This design comes from an exercise in tuning for small area and a short achievable clock period on the open sky130 flow, not from production work.
Function was not checked in any run shown here: the RTL went through the layout flow alone.

## flow/design.v (module list and top-level ports; edited modules follow where they fit)
// module top_module: 1663 lines
// module pid_fa: 4 lines
// module pid_ha: 4 lines
// module pid_hao: 4 lines
module top_module(
    input [11:0] angleIn,
    input [11:0] setPoint,
    input [7:0] kp,
    input [7:0] ki,
    input [7:0] kd,
    input clk,
    input rst,
    output signed [8:0] dutyCycleOut
    );
  // ...
==> flow/flow/run.sh <==
#!/bin/bash
# The standard layout (standard.sh, unchanged synthesis), with:
#  - timing repair aimed past the clock period: SETUP_SLACK_MARGIN from
#    flow/margin.txt, repair limited to sizing moves (the SDC is unchanged);
#  - plain buffers (buf_1, resized as needed) on the ports instead of delay cells;
#  - sizing not restricted to the same cell footprint.
set -euo pipefail
MARGIN=$(cat flow/margin.txt)
bash standard.sh SETUP_SLACK_MARGIN=$MARGIN \
  BUFFER_PORTS_ARGS="-buffer_cell sky130_fd_sc_hd__buf_1" MATCH_CELL_FOOTPRINT=0 \
  SETUP_MOVE_SEQUENCE=unbuffer,sizeup,swap finish > standard_make.log 2>&1
==> flow/flow/margin.txt <==
11.4
==> flow/standard.sh <==
#!/bin/bash
# synth_recipe.tcl (not shown) runs the flow's synth.tcl, then flattens the netlist and writes it again
# the make line also repeats each setting of config.mk as NAME=value (left out here)
make -C /OpenROAD-flow-scripts/flow DESIGN_CONFIG=/design/flow/config.mk WORK_HOME=/design/flow/orfs CLKGATE_MAP_FILE= SYNTH_SCRIPT=/design/flow/synth_recipe.tcl "${@:-finish}"
==> flow/config.mk <==
export PLATFORM = sky130hd
export DESIGN_NAME = top_module
export DESIGN_NICKNAME = top_module
export VERILOG_FILES = /design/flow/design.v
export SDC_FILE = /design/flow/constraint.sdc
export NUM_CORES = 4
export LEC_CHECK = 0
export CAP_MARGIN = 20
export CORE_MARGIN = 2
export CORE_UTILIZATION = 60
export CTS_BUF_LIST = sky130_fd_sc_hd__clkbuf_8
export SLEW_MARGIN = 20
export SYNTH_HIERARCHICAL = 1
==> flow/constraint.sdc <==
create_clock -name core_clock -period 16.0 [get_ports {clk}]
set_input_delay 3.2000 -clock core_clock [delete_from_list [all_inputs] [get_ports {clk}]]
set_output_delay 3.2000 -clock core_clock [all_outputs]
set_load 0.01 [all_outputs]
==> flow_summary.json, run 1 <==
{
  "n_all_inverters": 96,
  "synth_seq_cells": 86,
  "worstMarginPinSlew_ns": 0.845,
  "postCtsSetupRepairBufs": 0,
  "route.detailed.drc": 0,
  "num-multi-input-gates": 936,
  "multiInputGateArea_um2": 10200,
  "grt_pass1_wl_um": 47500,
  "hold_depth": 1,
  "path_buf_inv": 1,
  "critPathMaxFanout": 8,
  "diodes": 0,
  "async_flop_share": 0,
  "crit_cells": 14,
  "rr_endpoint": "outr_r$_SDFF_PP0_",
  "crit_slowest_cell": "fa_2",
  "outcome": "timing/DRC/antenna clean",
  "wl_met3_um": 1320,
  "cts_resized": 126,
  "syn-cell-area_um2": 12200,
  "largestClassByArea": "multi-input gates",
  "hp-start": "e_r[12]$_DFF_P_",
  "grt_busiest_layer": "met2",
  "use_met1": 0.378
}
==> run 2, diff against run 1 <==
--- a/flow/design.v
+++ b/flow/design.v
@@ -13,18 +13,16 @@
     reg [12:0] pen_r;            
     reg [8:0] kpd_r;             
     reg [7:0] kd_r, ki_r;
     reg rst_r;                   
     reg [20:0] in_r;             
     reg [8:0] ylo_r;             
     reg inr_r;                   
     reg pos_r;                   
-    reg outr_r;                  
-    reg neg_r;                   
     wire signed [20:0] integ = ~in_r;
     wire w1;
     wire w2;
     wire w3;
     wire w4;
     wire w5;
     wire w6;
     wire w7;
@@ -1645,27 +1643,24 @@
         ki_r <= ki;
         if (rst_r) in_r <= ~21'd0;
         else if (integ > 255) in_r <= ~21'd255;
         else if (integ < -255) in_r <= ~(-21'sd255);
         else in_r <= isum_n;
         if (rst | rst_r) begin
             ylo_r <= 9'd0;
             inr_r <= 1'b1;
-            outr_r <= 1'b0;
+            pos_r <= 1'b0;
         end else begin
             ylo_r <= y_lo;
             inr_r <= in_range;
-            outr_r <= ~in_range;
+            pos_r <= s_pos;
         end
-        pos_r <= s_pos;
-        neg_r <= ~s_pos;
     end
-    assign dutyCycleOut[3:0] = inr_r ? ylo_r[3:0] : {{3{pos_r}}, 1'b1};
-    assign dutyCycleOut[8:4] = outr_r ? {neg_r, {4{~neg_r}}} : ylo_r[8:4];
+    assign dutyCycleOut = inr_r ? ylo_r : pos_r ? 9'sd255 : -9'sd255;
 endmodule
 module pid_fa(input a, input b, input ci, output s, output co);
     assign s = a ^ b ^ ci;
     assign co = (a & b) | (ci & (a ^ b));
 endmodule
 module pid_ha(input a, input b, output s, output co);
     assign s = a ^ b;
     assign co = a & b;
==> flow/flow/run.sh (replaced) <==
#!/bin/bash
# Standard layout, with timing repair aimed past the clock period (the SDC is
# unchanged) and ordinary buffers on the ports instead of delay cells.
set -euo pipefail
MARGIN=$(cat flow/margin.txt)
bash standard.sh SETUP_SLACK_MARGIN=$MARGIN \
  BUFFER_PORTS_ARGS="-buffer_cell sky130_fd_sc_hd__buf_1" MATCH_CELL_FOOTPRINT=0 SETUP_MOVE_SEQUENCE=unbuffer,sizeup,swap finish > standard_make.log 2>&1
==> flow/flow/margin.txt (replaced) <==
11.3
==> run 2 against run 1 <==
Via count fell by 1.1%; count of clock-buffer cells in the layout fell by 1; setup slack got worse by 0.19 ns; area after synthesis fell by 0.53%; register-to-register slack got worse by 0.19 ns; worst hold slack improved by 0.012 ns; clock skew fell by 0.00062 ns; sequential cell count fell by 2; cell count fell by 0.54%.
==> flow_summary.json, run 2 <==
{
  "outcome": "timing/DRC/antenna clean",
  "multiInputGateArea_um2": 10100,
  "antenna_found_initial": 0,
  "route.detailed.drc": 0,
  "fill_cells": 1637,
  "cts_sinks": 84,
  "cts_buffer_depth": 2,
  "start_util": 0.606,
  "seqCellArea_um2": 1820,
  "criticalPathCategory": "reg2reg",
  "syn-cell-area_um2": 12200,
  "whs_ns": 0.529,
  "arrival_ns": 5.19,
  "vias_per_cell": 5.69,
  "slew-limit-headroom": 0.447,
  "worst_ep_required_time_ns": 16.32,
  "diodes": 0,
  "hold_buffers": 0,
  "first_iter_violations": 461,
  "synthFlopType": "dfxtp_1",
  "min_period_ns": 4.87,
  "synth_seq_cells": 84,
  "core_um2": 20100,
  "area.growth.synth_to_final_pct": 7.60,
  "fin_cells": 1460,
  "async_flop_share": 0,
  "rows": 52,
  "synth_edf_count": 0,
  "synth.avg_cell_area_um2": 10.3,
  "postCtsSetupRepairBufs": 0,
  "setup-violations-final": 0,
  "cts_tree": "built",
  "rsz0062_at_grt": "true",
  "synth_cells": 1181,
  "stdcell_area_um2": 13100,
  "finalHoldViolations": 0,
  "grt.total_usage": 0.303,
  "dp.cells": 1444,
  "cts.clk_slew.worst_paths_ns": 0.11,
  "drive_gt1_frac": 0.127,
  "cp-end-kind": "flip-flop",
  "grt_pass1_vias": 9273,
  "synth.most_common_cell": "nand2_1",
  "ys_types": 49,
  "placed_area_um2": 12500,
  "grt.overflow.total": 0,
  "fmax_mhz": 205,
  "place.gp.congestion": 0.890,
  "synth_warnings": 7,
  "mostFrequentLayoutCell": "nand2_1",
  "dp_hpwl_um": 23200,
  "netlist_top_cells_area": "fa_1 (51%), dfxtp_1 (14%), nand2_1 (9.5%)",
  "htreeDepth": 3,
  "drv_cap": 0,
  "cts_buffers": 9,
  "fin_crit_sh": 0.305,
  "num_vias": 8309,
  "tns_ns": 0,
  "yosysSeqAreaShare": 0.138,
  "fin_worst_skew_ns": 0.0147,
  "critPathMaxFanout": 18,
  "ant_nets": 0,
  "regMostFlops": "in_r",
  "synth_common_cells": "nand2_1 (309), fa_1 (308), inv_1 (90)",
  "hp-class": "reg2reg",
  "clk_latency_ns": 0.40,
  "synth_top_area_frac": 0.506,
  "yosys.area.top_type": "fa_1",
  "layout_common_cells": "nand2_1 (280), fa_1 (275), inv_1 (89)",
  "wire_per_inst_um": 20.3,
  "drtPass1Iterations": 5,
  "worstSetupStartpointType": "flip-flop",
  "drt_wl_total_um": 29600,
  "grt_max_degree": 21,
  "synth_nets": 1616,
  "io_buffers": 58,
  "die_w_um": 146,
  "clock-root-buffer": "clkbuf_8",
  "die_h_um": 146,
  "drv_slew": 0,
  "worstMarginPinSlew_ns": 0.826,
  "dieArea_um2": 21500,
  "top_regs": "in_r x21, e_r x13, pen_r x13",
  "largest_reg_flops": 21,
  "grt_pass1_wl_um": 49100,
  "fin_nets": 1620,
  "num_io_pins": 59
}
-- run 2: critical path: stages (launching register included) --
cell and delay (ns):
dfxtp_4 0.54, nand2_1 0.13, fa_1 0.47, fa_1 0.51, fa_1 0.47, fa_2 0.41
fa_1 0.50, fa_1 0.43, ha_1 0.20, fa_1 0.37, a311o_1 0.30, a21oi_1 0.14
nor4_1 0.07, o31a_1 0.11, nor4_2 0.14
-- run 2: timing repair --
action / in CTS / in global routing
pin swaps: 11 / 18
endpoints found under the setup margin: 11 / 14
resized for setup: 94 / 63
-- run 2: final timing paths --
check | from | endpoint | slack, ns | cells after the start
worst max-delay path | e_r[6]$_DFF_P_ | pos_r$_SDFF_PP0_ | 11.13 | 14
worst min-delay path | e_r[12]$_DFF_P_ | pen_r[12]$_SDFF_PP1_ | 0.53 | 1
worst max register to register | e_r[6]$_DFF_P_ | pos_r$_SDFF_PP0_ | 11.13 | 14
worst min register to register | e_r[12]$_DFF_P_ | pen_r[12]$_SDFF_PP1_ | 0.53 | 1
-- run 2: per-module statistics from Yosys, one instance, submodules excluded --
module / cells / cell area (um^2)
top_module: 896 / 6490
pid_ha: 1 / 12.5
pid_fa: 1 / 20.0
-- run 2: layout make-up --
class / instances / share of cell area
clock inverter: 6 / 0.00602
clock buffer: 10 / 0.0105
sequential: 84 / 0.139
timing repair buffer: 60 / 0.0194
inverter: 91 / 0.0266
tap: 270 / 0.0258
multi-input combinational: 939 / 0.773
-- run 2: kinds of logic after synthesis --
| family | count (synthesis) | share of synthesized area |
|---|---|---|
| flip-flops | 84 | 0.138 |
| buffers and inverters | 158 | 0.0487 |
| AND/OR/NAND/NOR | 439 | 0.158 |
| XOR/XNOR | 31 | 0.0223 |
| AO/OA/AOI/OAI | 84 | 0.0473 |
| adder cells (fa/ha/maj) | 385 | 0.585 |
-- run 2: per-stage QoR --
stage | util | setup slack (ns)
after global placement | 0.623 | 10.65
after detailed placement | 0.623 | 10.58
after global routing | 0.652 | 10.95
final | 0.652 | 11.13
after CTS | 0.643 | 11.02
after floorplan | - | 11.11
-- run 2: metal layers --
metal | track usage | wire length (um)
met1 | 0.402 | 12100
met2 | 0.526 | 15200
met3 | 0.0434 | 1500
met4 | 0.0864 | 809
met5 | 0 | 0
==> run 3, diff against run 2 <==
==> flow/flow/margin.txt (replaced) <==
11.5
==> run 3 against run 2 <==
Highest routed layer unchanged; non-clock buffer count is 2 higher; core utilization is 0.48 points higher; still clean on timing, DRC and antenna; count of clock-buffer cells in the layout is 1 lower.
==> flow_summary.json, run 3 <==
{
  "yosys.area.top_type": "fa_1",
  "num_vias": 8309,
  "synth.most_common_cell": "nand2_1",
  "synth_seq_cells": 84,
  "clk_latency_ns": 0.39,
  "synth.avg_cell_area_um2": 10.3,
  "regMostFlops": "in_r",
  "dp_hpwl_um": 23100,
  "grt.overflow.total": 0,
  "post-place-ws_ns": 10.52,
  "top_regs": "in_r x21, e_r x13, pen_r x13",
  "place.gp.congestion": 0.881,
  "fin_worst_skew_ns": 0.0203,
  "synth_top_area_frac": 0.506,
  "cp-end-kind": "flip-flop",
  "die_h_um": 146,
  "grt.total_usage": 0.301,
  "hp-class": "reg2reg",
  "antenna_found_initial": 0,
  "setup-violations-final": 0,
  "fill_cells": 1639,
  "whs_ns": 0.549,
  "htreeDepth": 3,
  "netlist_top_cells_area": "fa_1 (51%), dfxtp_1 (14%), nand2_1 (9.5%)",
  "slew-limit-headroom": 0.453,
  "synth_cells": 1181,
  "synthFlopType": "dfxtp_1",
  "layout_common_cells": "nand2_1 (288), fa_1 (269), inv_1 (90)",
  "start_util": 0.606,
  "diodes": 0,
  "hold_buffers": 0,
  "worstSetupStartpointType": "flip-flop",
  "fin_nets": 1622,
  "fmax_mhz": 203,
  "drtPass1Iterations": 5,
  "ant_nets": 0,
  "finalHoldViolations": 0,
  "critPathMaxFanout": 18,
  "drt_wl_total_um": 29400,
  "num_io_pins": 59,
  "worstMarginPinSlew_ns": 0.817,
  "first_iter_violations": 423,
  "core_um2": 20100,
  "area.growth.synth_to_final_pct": 8.39,
  "clock-root-buffer": "clkbuf_8",
  "fin_crit_sh": 0.307,
  "wire_per_inst_um": 20.1,
  "cts_sinks": 84,
  "mostFrequentLayoutCell": "nand2_1",
  "drive_gt1_frac": 0.136,
  "synth_warnings": 7,
  "cts_buffers": 9,
  "ys_types": 49,
  "postCtsSetupRepairBufs": 0,
  "route.detailed.drc": 0,
  "dieArea_um2": 21500,
  "largest_reg_flops": 21,
  "arrival_ns": 5.23,
  "synth_common_cells": "nand2_1 (309), fa_1 (308), inv_1 (90)",
  "drv_cap": 0,
  "syn-cell-area_um2": 12200,
  "min_period_ns": 4.92,
  "cts_tree": "built",
  "io_buffers": 58,
  "worst_slack_ns": 11.08,
  "drv_slew": 0,
  "async_flop_share": 0,
  "grt_pass1_wl_um": 49000,
  "grt_pass1_vias": 9299,
  "synth_edf_count": 0,
  "tns_ns": 0,
  "yosysSeqAreaShare": 0.138,
  "rsz0062_at_grt": "true",
  "criticalPathCategory": "reg2reg",
  "cts.clk_slew.worst_paths_ns": 0.10,
  "grt_max_degree": 21,
  "vias_per_cell": 5.69,
  "outcome": "timing/DRC/antenna clean",
  "synth_nets": 1616,
  "die_w_um": 146,
  "cts_buffer_depth": 2,
  "rows": 52,
  "worst_ep_required_time_ns": 16.31
}
## run 3: cell count changes in the layout (fill, tap and decap cells not counted), sizes merged
cell      before  now
bufinv         1    0
clkinvlp       0    1
buf           59   60
## run 3: cells by family after synthesis
group           count (synthesis)  share of synthesized area
buf+inv                       158                     0.0487
simple gates                  439                      0.158
xor+xnor                       31                     0.0223
fa+ha+maj                     385                      0.585
compound gates                 84                     0.0473
flops                          84                      0.138
## run 3: area by class of cell
class | instances | area [um^2] | share of cell area
multi-input cells | 939 | 10200 | 0.776
clock buffers | 9 | 124 | 0.00938
well taps | 270 | 338 | 0.0256
clock inverters | 6 | 33.8 | 0.00256
flip-flops and latches | 84 | 1820 | 0.138
repair buffers | 62 | 298 | 0.0226
inverters | 91 | 349 | 0.0264
## run 3: critical path: stages, from the launching register on
cell and delay [ns]:
dfxtp_4 0.56, nand2_4 0.08, fa_1 0.57, fa_1 0.44, fa_1 0.53, fa_2 0.41, fa_1 0.51, fa_1 0.42
ha_2 0.19, fa_1 0.37, a311o_1 0.32, a21oi_2 0.13, nor4_1 0.07, o31a_1 0.11, nor4_2 0.12
## run 3: final timing paths
kind                    from              endpoint  slack, ns  cells after the start
max           e_r[7]$_DFF_P_      pos_r$_SDFF_PP0_      11.08                     14
min          e_r[12]$_DFF_P_  pen_r[12]$_SDFF_PP1_       0.55                      1
max reg2reg   e_r[7]$_DFF_P_      pos_r$_SDFF_PP0_      11.08                     14
min reg2reg  e_r[12]$_DFF_P_  pen_r[12]$_SDFF_PP1_       0.55                      1
## run 3: through the flow
step / utilization / area (um^2) / instances
CTS: 0.646 / 13000 / 1461
finish: 0.657 / 13200 / 1461
global placement: 0.627 / 12600 / 1446
global route: 0.657 / 13200 / 1461
floorplan: - / 12400 / 1181
detailed placement: 0.627 / 12600 / 1446
## run 3: per-layer routing
metal	global-route usage	vias up	part of all wire
met2	0.521	259	0.51
met4	0.109	0	0.036
li1	-	3676	-
met1	0.397	4309	0.42
met5	0	-	0
met3	0.0344	65	0.038
## run 3: repair_timing
item / in CTS / in global routing
pin swaps: 16 / 18
setup endpoints to repair: 30 / 24
resized for setup: 100 / 67
## run 3: Yosys stat by module, one instance, submodules excluded
module / copies in the design / cells inside / cell area, um^2
pid_fa: 283 / 1 / 20.0
pid_ha: 2 / 1 / 12.5
top_module: 1 / 896 / 6490

-- what the ideal ports hide --
No port has a modelled driver above. Below, the same layouts with a new extraction and two added sets of constraints.
Step 1 (the two cells are an assumption about what drives the block):
set clk [get_ports {clk}]
set_driving_cell -lib_cell sky130_fd_sc_hd__clkbuf_16 $clk
set_driving_cell -lib_cell sky130_fd_sc_hd__buf_2 [delete_from_list [all_inputs] $clk]
Step 2 adds t to the input delays and takes it off the output delays; t is the mean of the earliest and latest rising clock arrival at the registers after step 1. Input paths then give back, and output paths get back, about the clock's delay inside the block.
Slacks: ideal / step 1 / step 2; pairs: ideal / step 1.
| run | shift t [ns] | setup slack, ns | latest minus earliest clock arrival (ns) | slew at the worst register clock pin (ns) |
|---|---|---|---|---|
| run 1 | 0.426 | 11.312 / 11.312 / 10.903 | 0.017 / 0.017 | 0.10 / 0.10 |
| run 2 | 0.439 | 11.127 / 11.127 / 10.924 | 0.015 / 0.015 | 0.11 / 0.11 |
| run 3 | 0.425 | 11.081 / 11.081 / 10.836 | 0.021 / 0.021 | 0.10 / 0.10 |
After both steps every run listed still meets setup and hold. The setup slack of run 1, which loses most, moves by 0.000 ns with the drivers and by -0.409 ns with both steps.
